From an optimization exercise on the open Yosys and OpenROAD flow, aimed at small area; shortcuts taken in it are not production practice.
Where RTL was checked, it was by simulation tests only, not by an equivalence proof against the original.

==> build 55 <==
Design ImagineThinker, start of the top module:
module ImagineThinker(clk,rst,inst_addr,inst_data,data_addr,data_rdata,data_wdata,data_we);
    input clk;
    input rst;
    output [15:0] inst_addr;
    input [31:0] inst_data;
    output [15:0] data_addr;
    input [15:0] data_rdata;
    output [15:0] data_wdata;
    output data_we;
    reg [15:0] pc;
    reg [7:0]  d_op, d_a, d_b, d_c;           
    reg [7:0]  e_op, e_a, e_b, e_c;           
    reg [15:0] e_da, e_db;
    reg [15:0] m_res, m_wdata;                
    reg        m_we, m_rwe, m_ld;
    reg [4:0]  m_c;
    reg        comp;                          
    reg [3:0]  st;                            
    reg [15:0] pn1, pn2;                      
    reg [5:0]  l1, l2;                        
    reg        n1, n2;                        
    wire stall;
    function [16:0] radd16;
        input [15:0] x, y;
        input c;
        integer k;
        reg cc;
        begin
            cc = c;
            for (k = 0; k < 16; k = k + 1) begin
                radd16[k] = x[k] ^ y[k] ^ cc;
                cc = (x[k] & y[k]) | (cc & (x[k] ^ y[k]));
            end
            radd16[16] = cc;
        end
    endfunction
    function [17:0] radd17;
        input [16:0] x, y;
        input c;
        integer k;
        reg cc;
        begin
            cc = c;
            for (k = 0; k < 17; k = k + 1) begin
                radd17[k] = x[k] ^ y[k] ^ cc;
                cc = (x[k] & y[k]) | (cc & (x[k] ^ y[k]));
            end
            radd17[17] = cc;
        end
    endfunction
    function [6:0] rinc7;
        input [6:0] x;
        input c;
        integer k;
        reg cc;
        begin
            cc = c;
            for (k = 0; k < 7; k = k + 1) begin
                rinc7[k] = x[k] ^ cc;
                cc = x[k] & cc;
            end
        end
    endfunction
    function [8:0] radd8;
        input [7:0] x, y;
        input c;
        integer k;
        reg cc;
        begin
            cc = c;
  ...
==> flow/config.mk <==
export PLATFORM = sky130hd
export DESIGN_NAME = ImagineThinker
export DESIGN_NICKNAME = ImagineThinker
export VERILOG_FILES = /design/flow/design.v
export SDC_FILE = /design/flow/constraint.sdc
export NUM_CORES = 4
export LEC_CHECK = 0
export ABC_CLOCK_PERIOD_IN_PS = 10000
export CAP_MARGIN = 5
export CORE_MARGIN = 2
export CORE_UTILIZATION = 50
export CTS_BUF_LIST = sky130_fd_sc_hd__clkbuf_4
export CTS_CLUSTER_DIAMETER = 50
export CTS_CLUSTER_SIZE = 8
export SLEW_MARGIN = 5
==> flow/constraint.sdc <==
create_clock -name core_clock -period 10.0 [get_ports {clk}]
set_input_delay 2.0000 -clock core_clock [delete_from_list [all_inputs] [get_ports {clk}]]
set_output_delay 2.0000 -clock core_clock [all_outputs]
set_load 0.01 [all_outputs]
standard.sh (not shown) runs the stock make flow with config.mk's settings and CLKGATE_MAP_FILE= SYNTH_SCRIPT=/design/flow/synth_recipe.tcl, a recipe that flattens the netlist after the stock synthesis.
==> flow/flow/run.sh <==
#!/bin/bash
# Own layout flow: the standard ORFS flow (standard.sh) with a copy of the
# ORFS scripts in which
#  - synthesis maps logic with an area-oriented ABC script (flow/abc_area.script)
#    and keeps the module hierarchy through technology mapping
#    (SYNTH_HIERARCHICAL=1; the standard flow's synthesis script flattens it afterwards as
#    usual), so that each module is mapped on its own; flip-flops are mapped
#    by the unchanged dfflibmap step, before ABC;
#  - the quick ABC pass inside Yosys's synth is skipped for the multiplier
#    modules only (flow/synth_proc.tcl);
#  - full adders are not extracted in the modules named it_fast* (the
#    multiplier's final parallel-prefix adder and the divider's two
#    subtractors), so ABC maps their carry logic as plain gates, which are
#    faster than a chain of full-adder cells;
#  - port buffering uses the smallest buffer cell;
#  - clock tree synthesis inserts no dummy loads.
# Each tool's output goes to ORFS's own per-step logs under orfs/logs; this
# script's own output goes to flow_setup.log and flow_make.log.
set -euo pipefail
W=$(pwd)
S=$W/myscripts
{
  rm -rf "$S"
  cp -r "$FLOW_HOME/scripts" "$S"
  cp "$W/flow/abc_area.script" "$S/abc_speed.script"
  cp "$W/flow/abc_area.script" "$S/abc_area.script"
  sed -i 's/buffer_ports {\*}\[env_var_or_empty BUFFER_PORTS_ARGS\]/buffer_ports -buffer_cell sky130_fd_sc_hd__buf_1/' "$S/global_place.tcl"
  sed -i 's/^  -repair_clock_nets\]/  -repair_clock_nets -dont_use_dummy_load]/' "$S/cts.tcl"
  { cat "$W/flow/synth_proc.tcl"; tail -n +2 "$W/synth_recipe.tcl"; } > "$W/my_synth.tcl"
  sed -i 's/^  extract_fa {\*}\[dont_use_extract_fa_args\]$/  extract_fa {*}[dont_use_extract_fa_args] {*}[lsearch -all -inline -not [tee -q -s result.string select -list-mod *] it_fast*]/' "$S/synth.tcl"
  grep -n "extract_fa {" "$S/synth.tcl"
  grep -n "buffer_ports" "$S/global_place.tcl"
  grep -n "dont_use_dummy_load" "$S/cts.tcl"
  cat "$W/my_synth.tcl"
} > "$W/flow_setup.log" 2>&1
bash standard.sh SCRIPTS_DIR="$S" SYNTH_HIERARCHICAL=1 SYNTH_SCRIPT="$W/my_synth.tcl" finish > "$W/flow_make.log" 2>&1
Other scripts of this flow, unchanged in this note and not shown: flow/flow/abc_area.script, flow/flow/synth_proc.tcl
==> inputs of build 51, as changes to build 55 <==
--- a/flow/design.v
+++ b/flow/design.v
@@ -462,11 +462,11 @@
     wire m1_230;
     assign m1_229 = m1_199 ^ m1_172 ^ m1_198;
     assign m1_230 = (m1_199 & m1_172) | (m1_198 & (m1_199 ^ m1_172));
     wire [16:0] m1_ra = {1'b1, m1_200, m1_229, m1_227, m1_225, m1_223, m1_221, m1_219, m1_217, m1_215, m1_213, m1_211, m1_209, m1_207, m1_205, m1_203, m1_201};
     wire [16:0] m1_rb = {1'b0, m1_230, m1_228, m1_226, m1_224, m1_222, m1_220, m1_218, m1_216, m1_214, m1_212, m1_210, m1_208, m1_206, m1_204, m1_202, (s & y2[0])};
-    it_fast_cpa17 m1_add(.a(m1_ra), .b(m1_rb), .s(u));
+    it_cpa17 m1_add(.a(m1_ra), .b(m1_rb), .s(u));
 endmodule
 module it_mul2(a1, a2, b1, b2, u);
     input [7:0] a1, a2, b1, b2;
     output [7:0] u;
     wire m2_1;
@@ -708,84 +708,25 @@
     wire m2_116;
     assign m2_115 = m2_99 ^ m2_98 ^ m2_114;
     assign m2_116 = (m2_99 & m2_98) | (m2_114 & (m2_99 ^ m2_98));
     assign u[7] = m2_115;
 endmodule
-module it_fast_cpa17(a, b, s);
+module it_cpa17(a, b, s);
     input  [16:0] a, b;
     output [16:0] s;
-    wire [16:0] g = a & b;
-    wire [16:0] p = a ^ b;
-    wire [17:0] c;
+    wire   [16:0] g = a & b;
+    wire   [16:0] p = a ^ b;
+    wire   [17:0] c;
     assign c[0] = 1'b0;
     genvar i;
     generate
-        for (i = 0; i < 7; i = i + 1) begin : rip
+        for (i = 0; i < 17; i = i + 1) begin : carry
             assign c[i+1] = g[i] | (p[i] & c[i]);
         end
     endgenerate
-    wire [9:0] g0 = g[16:7];
-    wire [9:0] p0 = p[16:7];
-    wire [9:0] g1, p1, g2, p2, g3, p3, g4, p4;
-    generate
-        for (i = 0; i < 10; i = i + 1) begin : l1
-            if ((i % 2) == 1) begin
-                assign g1[i] = g0[i] | (p0[i] & g0[i-1]);
-                assign p1[i] = p0[i] & p0[i-1];
-            end else begin
-                assign g1[i] = g0[i];
-                assign p1[i] = p0[i];
-            end
-        end
-        for (i = 0; i < 10; i = i + 1) begin : l2
-            if ((i % 4) >= 2) begin
-                assign g2[i] = g1[i] | (p1[i] & g1[i - (i % 4) + 1]);
-                assign p2[i] = p1[i] & p1[i - (i % 4) + 1];
-            end else begin
-                assign g2[i] = g1[i];
-                assign p2[i] = p1[i];
-            end
-        end
-        for (i = 0; i < 10; i = i + 1) begin : l3
-            if ((i % 8) >= 4) begin
-                assign g3[i] = g2[i] | (p2[i] & g2[i - (i % 8) + 3]);
-                assign p3[i] = p2[i] & p2[i - (i % 8) + 3];
-            end else begin
-                assign g3[i] = g2[i];
-                assign p3[i] = p2[i];
-            end
-        end
-        for (i = 0; i < 10; i = i + 1) begin : l4
-            if ((i % 16) >= 8) begin
-                assign g4[i] = g3[i] | (p3[i] & g3[7]);
-                assign p4[i] = p3[i] & p3[7];
-            end else begin
-                assign g4[i] = g3[i];
-                assign p4[i] = p3[i];
-            end
-        end
-        for (i = 0; i < 10; i = i + 1) begin : cy
-            assign c[8+i] = g4[i] | (p4[i] & c[7]);
-        end
-    endgenerate
     assign s = p ^ c[16:0];
 endmodule
-module it_fast_add16(a, b, s);
-    input  [15:0] a, b;
-    output [16:0] s;
-    wire [15:0] g = a & b;
-    wire [15:0] p = a ^ b;
-    wire [16:0] c;
-    assign c[0] = 1'b0;
-    genvar i;
-    generate
-        for (i = 0; i < 16; i = i + 1) begin : carry
-            assign c[i+1] = g[i] | (p[i] & c[i]);
-        end
-    endgenerate
-    assign s = {c[16], p ^ c[15:0]};
-endmodule
 `timescale 1ns / 1ps
 module Reg_Block(clk, we, waddr, wdata0, wdata1, wsel, raddr_a, raddr_b, rdata_a, rdata_b);
     input         clk;
     input         we;
     input  [4:0]  waddr;
@@ -1003,13 +944,12 @@
         for (j = 1; j < 16; j = j + 1)
             above[j] = above[j-1] | u1[j-1];
     end
     wire [15:0] mag  = u1[15:0] ^ (above & {16{u1neg}});
     wire [15:0] den  = u1[15:0];
-    wire [16:0] sm1, sm2;
-    it_fast_add16 sub1(.a(pn1), .b(den), .s(sm1));
-    it_fast_add16 sub2(.a(pn2), .b(den), .s(sm2));
+    wire [16:0] sm1  = radd16(pn1, den, 1'b0);
+    wire [16:0] sm2  = radd16(pn2, den, 1'b0);
     wire ge1 = ~sm1[16];                       
     wire ge2 = ~sm2[16];
     wire step = f_den & (st != 4'd1);
     wire [15:0] ld_pn = ~{6'd0, mag[15:6]};
     wire [15:0] pn1_t = f_c1 ? ld_pn : {sm1[14:0], ~l1[5]};
==> flow/flow/run.sh (replaced) <==
#!/bin/bash
# Own layout flow: the standard ORFS flow (standard.sh) with a copy of the
# ORFS scripts in which
#  - synthesis maps logic with an area-oriented ABC script (flow/abc_area.script)
#    and keeps the module hierarchy through technology mapping
#    (SYNTH_HIERARCHICAL=1; the standard flow's synthesis script flattens it afterwards as
#    usual), so that each module is mapped on its own; flip-flops are mapped
#    by the unchanged dfflibmap step, before ABC;
#  - the quick ABC pass inside Yosys's synth is skipped for the multiplier
#    modules only (flow/synth_proc.tcl);
#  - full adders are not extracted in the multiplier's final carry-propagate
#    adder (module it_cpa17), so ABC maps its carry chain as plain gates,
#    which are faster than a chain of full-adder cells;
#  - port buffering uses the smallest buffer cell;
#  - clock tree synthesis inserts no dummy loads.
# Each tool's output goes to ORFS's own per-step logs under orfs/logs; this
# script's own output goes to flow_setup.log and flow_make.log.
set -euo pipefail
W=$(pwd)
S=$W/myscripts
{
  rm -rf "$S"
  cp -r "$FLOW_HOME/scripts" "$S"
  cp "$W/flow/abc_area.script" "$S/abc_speed.script"
  cp "$W/flow/abc_area.script" "$S/abc_area.script"
  sed -i 's/buffer_ports {\*}\[env_var_or_empty BUFFER_PORTS_ARGS\]/buffer_ports -buffer_cell sky130_fd_sc_hd__buf_1/' "$S/global_place.tcl"
  sed -i 's/^  -repair_clock_nets\]/  -repair_clock_nets -dont_use_dummy_load]/' "$S/cts.tcl"
  { cat "$W/flow/synth_proc.tcl"; tail -n +2 "$W/synth_recipe.tcl"; } > "$W/my_synth.tcl"
  sed -i 's/^  extract_fa {\*}\[dont_use_extract_fa_args\]$/  extract_fa {*}[dont_use_extract_fa_args] {*}[lsearch -all -inline -not [tee -q -s result.string select -list-mod *] it_cpa*]/' "$S/synth.tcl"
  grep -n "extract_fa {" "$S/synth.tcl"
  grep -n "buffer_ports" "$S/global_place.tcl"
  grep -n "dont_use_dummy_load" "$S/cts.tcl"
  cat "$W/my_synth.tcl"
} > "$W/flow_setup.log" 2>&1
bash standard.sh SCRIPTS_DIR="$S" SYNTH_HIERARCHICAL=1 SYNTH_SCRIPT="$W/my_synth.tcl" finish > "$W/flow_make.log" 2>&1
==> flow/config.mk (replaced) <==
export PLATFORM = sky130hd
export DESIGN_NAME = ImagineThinker
export DESIGN_NICKNAME = ImagineThinker
export VERILOG_FILES = /design/flow/design.v
export SDC_FILE = /design/flow/constraint.sdc
export NUM_CORES = 4
export LEC_CHECK = 0
export ABC_CLOCK_PERIOD_IN_PS = 10000
export CAP_MARGIN = 20
export CORE_MARGIN = 2
export CORE_UTILIZATION = 50
export CTS_BUF_LIST = sky130_fd_sc_hd__clkbuf_4
export CTS_CLUSTER_DIAMETER = 60
export CTS_CLUSTER_SIZE = 7
export SLEW_MARGIN = 20
==> inputs of trial 9, as changes to build 55 <==
==> flow/config.mk (replaced) <==
export PLATFORM = sky130hd
export DESIGN_NAME = ImagineThinker
export DESIGN_NICKNAME = ImagineThinker
export VERILOG_FILES = /design/flow/design.v
export SDC_FILE = /design/flow/constraint.sdc
export NUM_CORES = 4
export LEC_CHECK = 0
export ABC_CLOCK_PERIOD_IN_PS = 10000
export CAP_MARGIN = 20
export CORE_MARGIN = 2
export CORE_UTILIZATION = 56
export CTS_BUF_LIST = sky130_fd_sc_hd__clkbuf_4
export CTS_CLUSTER_DIAMETER = 60
export CTS_CLUSTER_SIZE = 7
export SLEW_MARGIN = 20
==> run notes <==
quantity	build 51	build 55	trial 9
Crit-path max cell delay	0.57 ns	0.52 ns	0.52 ns
Critical Path Fanout Max	17	16	16
Reg2Reg Launch Point	e_da[10]	e_op[1]	e_op[1]
Crit path buffers/inverters	9	5	5
NumNets Final	3,700	3,704	3,724
Met3 routing resource usage after global routing	6.59%	6.26%	7.89%
Vias in the first global route	28,100	28,100	28,500
Global router's overall resource usage	34.7%	33.7%	38.0%
WL/cell	29.9 um	28.8 um	29.6 um
Worst setup slack after layout	0.338 ns	0.441 ns	0.422 ns
Worst slack after detailed placement	-0.199 ns	-0.238 ns	-0.234 ns
Run status	no timing/DRC/antenna violations	no timing/DRC/antenna violations	no timing/DRC/antenna violations
Timing-limited maximum frequency	104 MHz	105 MHz	104 MHz
Unrepaired setup endpoints after global routing	true	-	false
Max-Slew Margin vs Limit	16.8%	12.3%	12.2%
Sequential share of cell area	51.5%	52.9%	52.4%
Layout cells sized above 1	13.7%	9.65%	10.2%
Timing startpoint of the critical path	e_da[10]	e_op[1]	e_op[1]
Number of inserted filler cells in the final layout	5,979	6,090	5,178
Layout overhead on the synthesized area	13.8%	10.0%	10.9%
Gate count after technology mapping	2,958	3,109	3,109
No functional check of the RTL was part of build 51.

-- what the ideal ports hide --
How much do the figures lean on ideal ports? The routed layouts below were timed once more, with nothing changed but the port constraints. Step 1: set_driving_cell puts a clkbuf_16 on clk and a buf_2 on each other input, an assumption about the parent block. Step 2 times the ports against the registers' clock, not the clock port: input delays grow and output delays shrink by t, the midpoint of the rising clock arrivals with the driver on. a / b / c = ideal ports / drivers / drivers and shift; a / b = the first two.
run | t, ns | slack for setup (ns) | hold slack, ns | worst setup path after step 2 | worst data-port slew with drivers (ns)
build 55 | 0.934 | 0.441 / 0.441 / 0.441 | 0.425 / 0.425 / 0.425 | register to register | 0.09
build 51 | 0.971 | 0.338 / 0.338 / 0.338 | 0.417 / 0.417 / 0.417 | register to register | 0.06
trial 9 | 0.953 | 0.422 / 0.422 / 0.422 | 0.393 / 0.393 / 0.393 | register to register | 0.08
After both steps every run listed still meets setup and hold.
